This design comes from an exercise in tuning for small area on the open sky130 flow, not from production work. The RTL was checked by simulation tests, not by an equivalence proof against the original design. Power is estimated from default activity; no workload was simulated.

**flow/run.sh**
```bash
#!/bin/bash
# synth_recipe.tcl (not shown) runs the flow's synth.tcl, then flattens the netlist and writes it again
# the make line also repeats each setting of config.mk as NAME=value (left out here)
make -C /OpenROAD-flow-scripts/flow DESIGN_CONFIG=/design/flow/config.mk WORK_HOME=/design/flow/orfs CLKGATE_MAP_FILE= SYNTH_SCRIPT=/design/flow/synth_recipe.tcl finish
```
**flow/design.v**
```verilog
module goertzel
#(
	parameter [31:0] bin_coeff = 32'd16413441
)
(
    input clk,
    input reset,
    input advance_in,
    input logic signed [23:0] input_sig,
    output logic signed [63:0] power,
    output logic advance
);
localparam int K  = 6;                        
localparam int VW = 51;                       
localparam int PW = 43;                       
localparam int NS = (VW + K - 1) / K;         
function automatic int nbits(input logic [31:0] v);
    nbits = 0;
    for (int i = 0; i < 32; i++) if (v[i]) nbits = i + 1;
endfunction
localparam int CW = nbits(bin_coeff);         
localparam int CS = (CW + K - 1) / K;         
localparam logic [K*CS-1:0] CX = bin_coeff[K*CS-1:0];
localparam int S_UPD  = CS + 1;               
localparam int S_SQ0  = CS + 2;               
localparam int S_SQ1  = S_SQ0 + NS;           
localparam int S_Q    = S_SQ1 + NS;           
localparam int S_QC0  = S_Q + 1;              
localparam int S_QC1  = S_QC0 + CS - 1;       
localparam int S_FIN  = S_QC1 + 1;            
logic signed [VW-1:0] v1, v2;
logic [63:0]          H;                      
logic signed [PW-1:0] R;                      
logic signed [PW-1:0] pw;
logic                 p;
logic [9:0]           n;
logic [4:0]           st;
logic [1:0]           mode;                   
assign power = {{(64-PW){pw[PW-1]}}, pw};
logic          mac_first, c_first;
logic [K:0]    bf;
logic [63:0]   A, acc_in, H_next;
logic [NS*K:0] v1f, v2f;
logic [K*CS:0] cxf;
assign A   = {{(64-VW){v1[VW-1]}}, v1};
assign v1f = {{(NS*K-VW+1){v1[VW-1]}}, v1, 1'b0};
assign v2f = {{(NS*K-VW+1){v2[VW-1]}}, v2, 1'b0};
assign cxf = {CX, 1'b0};
logic [3:0] sl;
logic       src_c, src_v1, src_v2;
always_comb begin
    mac_first = 1'b0; c_first = 1'b0; sl = '0;
    src_c = 1'b0; src_v1 = 1'b0; src_v2 = 1'b0;
    for (int i = 1; i <= CS; i++)
        if (st == 5'(i)) begin
            src_c = 1'b1; sl = 4'(CS - i); mac_first = (i == 1); c_first = (i == 1);
        end
    for (int i = S_SQ0; i < S_SQ1; i++)
        if (st == 5'(i) && mode != 0) begin
            src_v1 = 1'b1; sl = 4'(S_SQ1 - 1 - i); mac_first = (i == S_SQ0);
        end
    for (int i = S_SQ1; i < S_Q; i++)
        if (st == 5'(i) && mode == 2) begin
            src_v2 = 1'b1; sl = 4'(S_Q - 1 - i); mac_first = (i == S_SQ1);
        end
    for (int i = S_QC0; i <= S_QC1; i++)
        if (st == 5'(i) && mode == 2) begin
            src_c = 1'b1; sl = 4'(S_QC1 - i); mac_first = (i == S_QC0); c_first = (i == S_QC0);
        end
end
always_comb begin
    bf = '0;
    for (int i = 0; i < NS; i++)
        if (sl == 4'(i)) bf = ({(K+1){src_v1}} & v1f[K*i +: K+1]) | ({(K+1){src_v2}} & v2f[K*i +: K+1]);
    for (int i = 0; i < CS; i++)
        if (src_c && sl == 4'(i)) bf = cxf[K*i +: K+1];
end
assign acc_in = mac_first ? (c_first ? (A << K) : 64'd0) : (H << K);
localparam int ND = K / 2;
logic [63:0] pp [0:ND-1];
logic [ND-1:0] pneg;
genvar gt, gc;
generate
    for (gt = 0; gt < ND; gt++) begin : g_booth
        logic b0, b1, b2, one, two, neg;
        logic [63:0] m;
        assign b0 = bf[2*gt];
        assign b1 = bf[2*gt+1];
        assign b2 = bf[2*gt+2];
        assign one = b1 ^ b0;
        assign two = (b2 & ~b1 & ~b0) | (~b2 & b1 & b0);
        assign neg = b2;
        assign m = ({64{one}} & (A << (2*gt))) | ({64{two}} & (A << (2*gt+1)));
        assign pp[gt] = (m ^ {64{neg}}) & ({64{1'b1}} << (2*gt));
        assign pneg[gt] = neg;
    end
endgenerate
logic [63:0] cs_s [0:ND];
logic [63:0] cs_c [0:ND];
assign cs_s[0] = acc_in;
assign cs_c[0] = {{(63-2*(ND-1)){1'b0}}, pneg[ND-1], 1'b0, pneg[1], 1'b0, pneg[0]};
generate
    for (gt = 0; gt < ND; gt++) begin : g_row
        for (gc = 0; gc < 64; gc++) begin : g_col
            logic a0, a1, a2;
            assign a0 = cs_s[gt][gc];
            assign a1 = cs_c[gt][gc];
            assign a2 = pp[gt][gc];
            logic co;
            goertzel_fa u_fa (.a(a0), .b(a1), .c(a2), .s(cs_s[gt+1][gc]), .co(co));
            if (gc < 63) assign cs_c[gt+1][gc+1] = co;
        end
        assign cs_c[gt+1][0] = 1'b0;
    end
endgenerate
logic [64:0] rc;
assign rc[0] = 1'b0;
generate
    for (gc = 0; gc < 64; gc++) begin : g_cpa
        logic a0, a1;
        assign a0 = cs_s[ND][gc];
        assign a1 = cs_c[ND][gc];
        goertzel_fa u_fa (.a(a0), .b(a1), .c(rc[gc]), .s(H_next[gc]), .co(rc[gc+1]));
    end
endgenerate
logic [VW-1:0] h, ap, aq, sum;
logic          r, acin;
logic          pulse, end_blk, upd_pulse;
assign h = {{(VW-41){H[63]}}, H[63:23]};
assign r = H[63] & (|H[22:0]);
assign pulse     = advance_in;
assign end_blk   = pulse & p & (n == 10'd1023);
assign upd_pulse = pulse & ~(p & (n == 10'd1022));
always_comb begin
    ap = '0; aq = h; acin = r;
    if (upd_pulse) begin
        ap = {{(VW-24){input_sig[23]}}, input_sig}; aq = ~v2; acin = 1'b1;
    end else if (st == S_UPD) begin
        ap = v2;
    end else if (st == S_SQ1 && mode == 2) begin
        ap = VW'(R);
    end else if (st == S_FIN) begin
        ap = VW'(R); aq = ~h; acin = ~r;
    end
end
logic [VW:0] ac;
assign ac[0] = acin;
generate
    for (gc = 0; gc < VW; gc++) begin : g_add
        goertzel_fa u_fa (.a(ap[gc]), .b(aq[gc]), .c(ac[gc]), .s(sum[gc]), .co(ac[gc+1]));
    end
endgenerate
always_ff @(posedge clk) begin
    H <= H_next;
    if (st == S_SQ1 && mode != 0) R <= sum[PW-1:0];
    if (st == S_FIN && mode == 2) R <= sum[PW-1:0];
    if (reset) begin
        v1 <= '0; v2 <= '0; pw <= '0;
        p <= 1'b0; n <= '0; st <= '0; mode <= '0; advance <= 1'b0;
    end else begin
        if (st != 0) st <= st + 5'd1;
        if (st == S_UPD) begin
            v1 <= sum;
            v2 <= v1;
        end
        if (st == S_Q && mode == 2) begin
            v1 <= sum;
            v2 <= '0;
        end
        if (pulse) begin
            p <= 1'b1;
            if (p) begin
                n <= n + 10'd1;
                advance <= (n == 10'd1023);
            end
            if (upd_pulse) begin
                v2 <= sum;
                st <= 5'd1;
                mode <= (p && n == 10'd1020) ? 2'd1 : (p && n == 10'd1021) ? 2'd2 : 2'd0;
            end
            if (end_blk) begin
                pw <= R;
                v1 <= '0;
            end
        end
    end
end
endmodule
module goertzel_fa (input a, input b, input c, output s, output co);
    assign s = a ^ b ^ c;
    assign co = (a & b) | (c & (a ^ b));
endmodule
```
**flow/config.mk**
```make
export PLATFORM = sky130hd
export DESIGN_NAME = goertzel
export DESIGN_NICKNAME = goertzel
export VERILOG_FILES = /design/flow/design.v
export SDC_FILE = /design/flow/constraint.sdc
export NUM_CORES = 4
export LEC_CHECK = 0
export CAP_MARGIN = 20
export CORE_MARGIN = 2
export CORE_UTILIZATION = 35
export SLEW_MARGIN = 20
```
**flow/constraint.sdc**
```tcl
create_clock -name core_clock -period 40.0 [get_ports {clk}]
set_input_delay 8.0000 -clock core_clock [delete_from_list [all_inputs] [get_ports {clk}]]
set_output_delay 8.0000 -clock core_clock [all_outputs]
set_load 0.01 [all_outputs]
```
==> results.ini <==
[clock_tree]
cts_num_sinks=271
clk-insertion-delay-late_ps=550
path_clk_slew_ps=60
cts_buffers=35
h-tree-depth=2
ctsHoldBuffers=0
cts_buffer_depth=3
cts_tree=built
cts.repair.resized=0
clockRootBuffer=clkbuf_16
post-cts-setup-buffers=0

[setup_path]
rr_worst_depth=87
start_kind=flip-flop
r2r_slack_ps=6870
end_kind=flip-flop
crit_arrival_ps=33560
rr_endpoint=H[63]
critPathMaxFanout=50
critPathSlowestCell=or2_1
critPathRequiredTime_ps=40420
max_stage_delay_ps=650
worstSetupPathType=reg2reg
r2r-start=st[0]
crit_top_cell=fa_1

[cells_and_area]
antenna_cells=0
final_net_count=2917
syn2layout_area_growth_pct=11.09
final_cell_mix=368 x nand2_1, 254 x inv_1, 228 x dfxtp_1
drive_gt1_frac=0.05813
final_common_cell=nand2_1

[outcome]
status=complete, no violations

[sta]
setup_viol=0
min_period_ps=33130
hold_viol_final=0
tightestPinTransition_ps=1035
drv_slew=0
fin_ws_ps=6867
max_freq_mhz=30.18
tns_ps=0
rsz0062_at_grt=false
min_period_over_period=0.8283
fin_skew_ps=18.07
maxSlewHeadroom=0.3075

[yosys]
synth_top_flop_cell=dfxtp_1
postSynthAreaPerCell_um2=8.624
synthCells=2666
ys_ff_latch=271
yosysUniqueCellTypes=85
synth-seq-area-share=0.2547
async_reset_ff_frac=0
synthesis.nets=2995
yosys_warnings=7
syn-cell-area_um2=22990
synth-edff-count=43

[placed_design]
place_congestion=0.9316
portBuffers=91
dpl.hpwl_um=53620
place_ws_ps=6802

[drt]
drt_iter0_markers=2155
drc_errors=0
ant_nets=0
dr_total_vias=19740
wl_um=74920
via_per_inst=5.689
firstDrtPassIters=8
post_drt_wl_per_cell_um=21.59

[power_and_ir_drop]
peakVddDrop_uv=37.76
p_switching_mw=0.8510
internal-power_mw=1.009
power_switching_share=0.4576
cellPowerDensity_nw_per_um2=72.82
p_comb_frac=0.593
leakage_nw=10.14
pwr-share-seq=0.235
pwr-share-clk=0.172

[die]
die_y_um=260.3
dieArea_um2=67750
coreArea_um2=64700
core.rowCount=93
io_pins=92
start_util=0.3554
die_w_um=260.3

[grt]
overflow=0
grt_max_degree=69
grtUsageTotal=0.2210
grt_pass1_vias=19680
grt_first_pass_wirelength_um=117000
antenna_found_initial=0

[job]
maxCapViolCount=0

[worst_hold_path]
min-delay-start=pw[24]
hold_end=pw[24]
min_path_type=reg2reg
hold_depth=2

-- kinds of logic after synthesis --
| group | Yosys count | share of synthesized area |
|---|---|---|
| compound gates | 622 | 0.1937 |
| xor+xnor | 164 | 0.06248 |
| fa+ha+maj | 302 | 0.2381 |
| buf+inv | 515 | 0.09067 |
| flops | 271 | 0.2547 |
| mux | 59 | 0.02585 |
| simple gates | 733 | 0.1344 |
-- state kept, by name, indices dropped and copies added, names as in the netlist --
signal and count:
H 64, R 43, advance 1, mode 2
n 10, p 1, pw 43, st 5
v1 51, v2 51
-- synthesized netlist by cell type (50+ instances only) --
cell | count | area, um2
nand2_1 | 372 | 1396
inv_1 | 254 | 953.4
dfxtp_1 | 228 | 4564
fa_1 | 226 | 4524
nor2_1 | 211 | 792.0
clkbuf_1 | 180 | 675.7
a21oi_1 | 158 | 790.8
a22oi_1 | 135 | 1013
xnor2_1 | 114 | 998.5
ha_1 | 76 | 950.9
nand3_1 | 59 | 295.3
o21ai_0 | 59 | 295.3
mux2i_1 | 56 | 560.5
a221oi_1 | 51 | 446.7
xor2_1 | 50 | 437.9
-- cell type report --
cell class                      instances  area (um2)
Fill cell                            6504       39160
Inverter                              256       960.9
Sequential cell                       271        5856
Timing Repair Buffer                  144        1304
Clock buffer                           49       999.7
Clock inverter                         15       148.9
Tap cell                              855        1070
Multi-Input combinational cell       1880       15200
-- critical path, delay by kind of cell (launching register included) --
family          cells  cell delay (ps)
compound gates      7             1870
xor+xnor            6              920
fa+ha+maj          65            27270
buf+inv             5              780
flops               1              360
simple gates        4             1780
-- metrics by stage --
| step | hold slack (ps) | total power [mW] | cell area, um2 | utilization | std cells |
|---|---|---|---|---|---|
| detailed placement | 449.7 | 1.555 | 24380 | 0.3768 | 3406 |
| finish | 451.9 | 1.860 | 25540 | 0.3948 | 3470 |
| CTS | 457.2 | 1.882 | 25530 | 0.3946 | 3470 |
| global placement | 447.4 | 1.509 | 24380 | 0.3768 | 3406 |
| floorplan | 453.9 | 1.221 | 22990 | - | 2666 |
| global route | 477.3 | 2.052 | 25540 | 0.3948 | 3470 |
-- how the worst max path moves through the flow --
| stage | from | depth (start not counted) | slack (ps) | end |
|---|---|---|---|---|
| after floorplan | st[0] | 90 | 9310 | H[63] |
| after global placement | st[0] | 87 | 7090 | H[63] |
| after detailed placement | st[0] | 87 | 6800 | H[63] |
| after CTS | st[0] | 87 | 6660 | H[63] |
| after global routing | st[0] | 87 | 5420 | H[63] |
| final | st[0] | 87 | 6870 | H[63] |
-- per-layer routing --
| metal | up-vias | track usage | wire length (um) |
|---|---|---|---|
| met5 | - | 0 | 0 |
| met3 | 142 | 0.03555 | 5548 |
| met1 | 9879 | 0.2998 | 31960 |
| met2 | 847 | 0.3564 | 34950 |
| met4 | 0 | 0.07857 | 2457 |
| li1 | 8872 | - | - |
-- power by group through the flow --
| stage | sequential [mW] | clock [mW] | combinational [mW] |
|---|---|---|---|
| floorplan | 0.404 | 0 | 0.816 |
| global placement | 0.440 | 0 | 1.07 |
| detailed placement | 0.440 | 0 | 1.11 |
| CTS | 0.435 | 0.326 | 1.12 |
| global route | 0.440 | 0.336 | 1.28 |
| finish | 0.437 | 0.320 | 1.10 |

[static timing again, ports no longer ideal]
The flow's constraints put no driver on any port. The routed layout listed below was extracted and timed again, unchanged, in two steps. Step 1 assumes that a clkbuf_16 drives the clock port and a buf_2 every other input. Step 2, shift: input delay + t, output delay - t, t = (earliest + latest rising clock arrival at the registers) / 2. This alone moves slack from input paths to output paths. Slacks: no drivers / after step 1 / after step 2; pairs: no drivers / after step 1.
t (ns): 0.608
setup WS [ns]: 6.867 / 6.867 / 6.867
hold slack, ns: 0.452 / 0.452 / 0.452
worst slew at a driven data input, ns: 0.04
After both steps this run still meets setup and hold. The setup slack of this run moves by 0.000 ns with the drivers and by 0.000 ns with both steps.
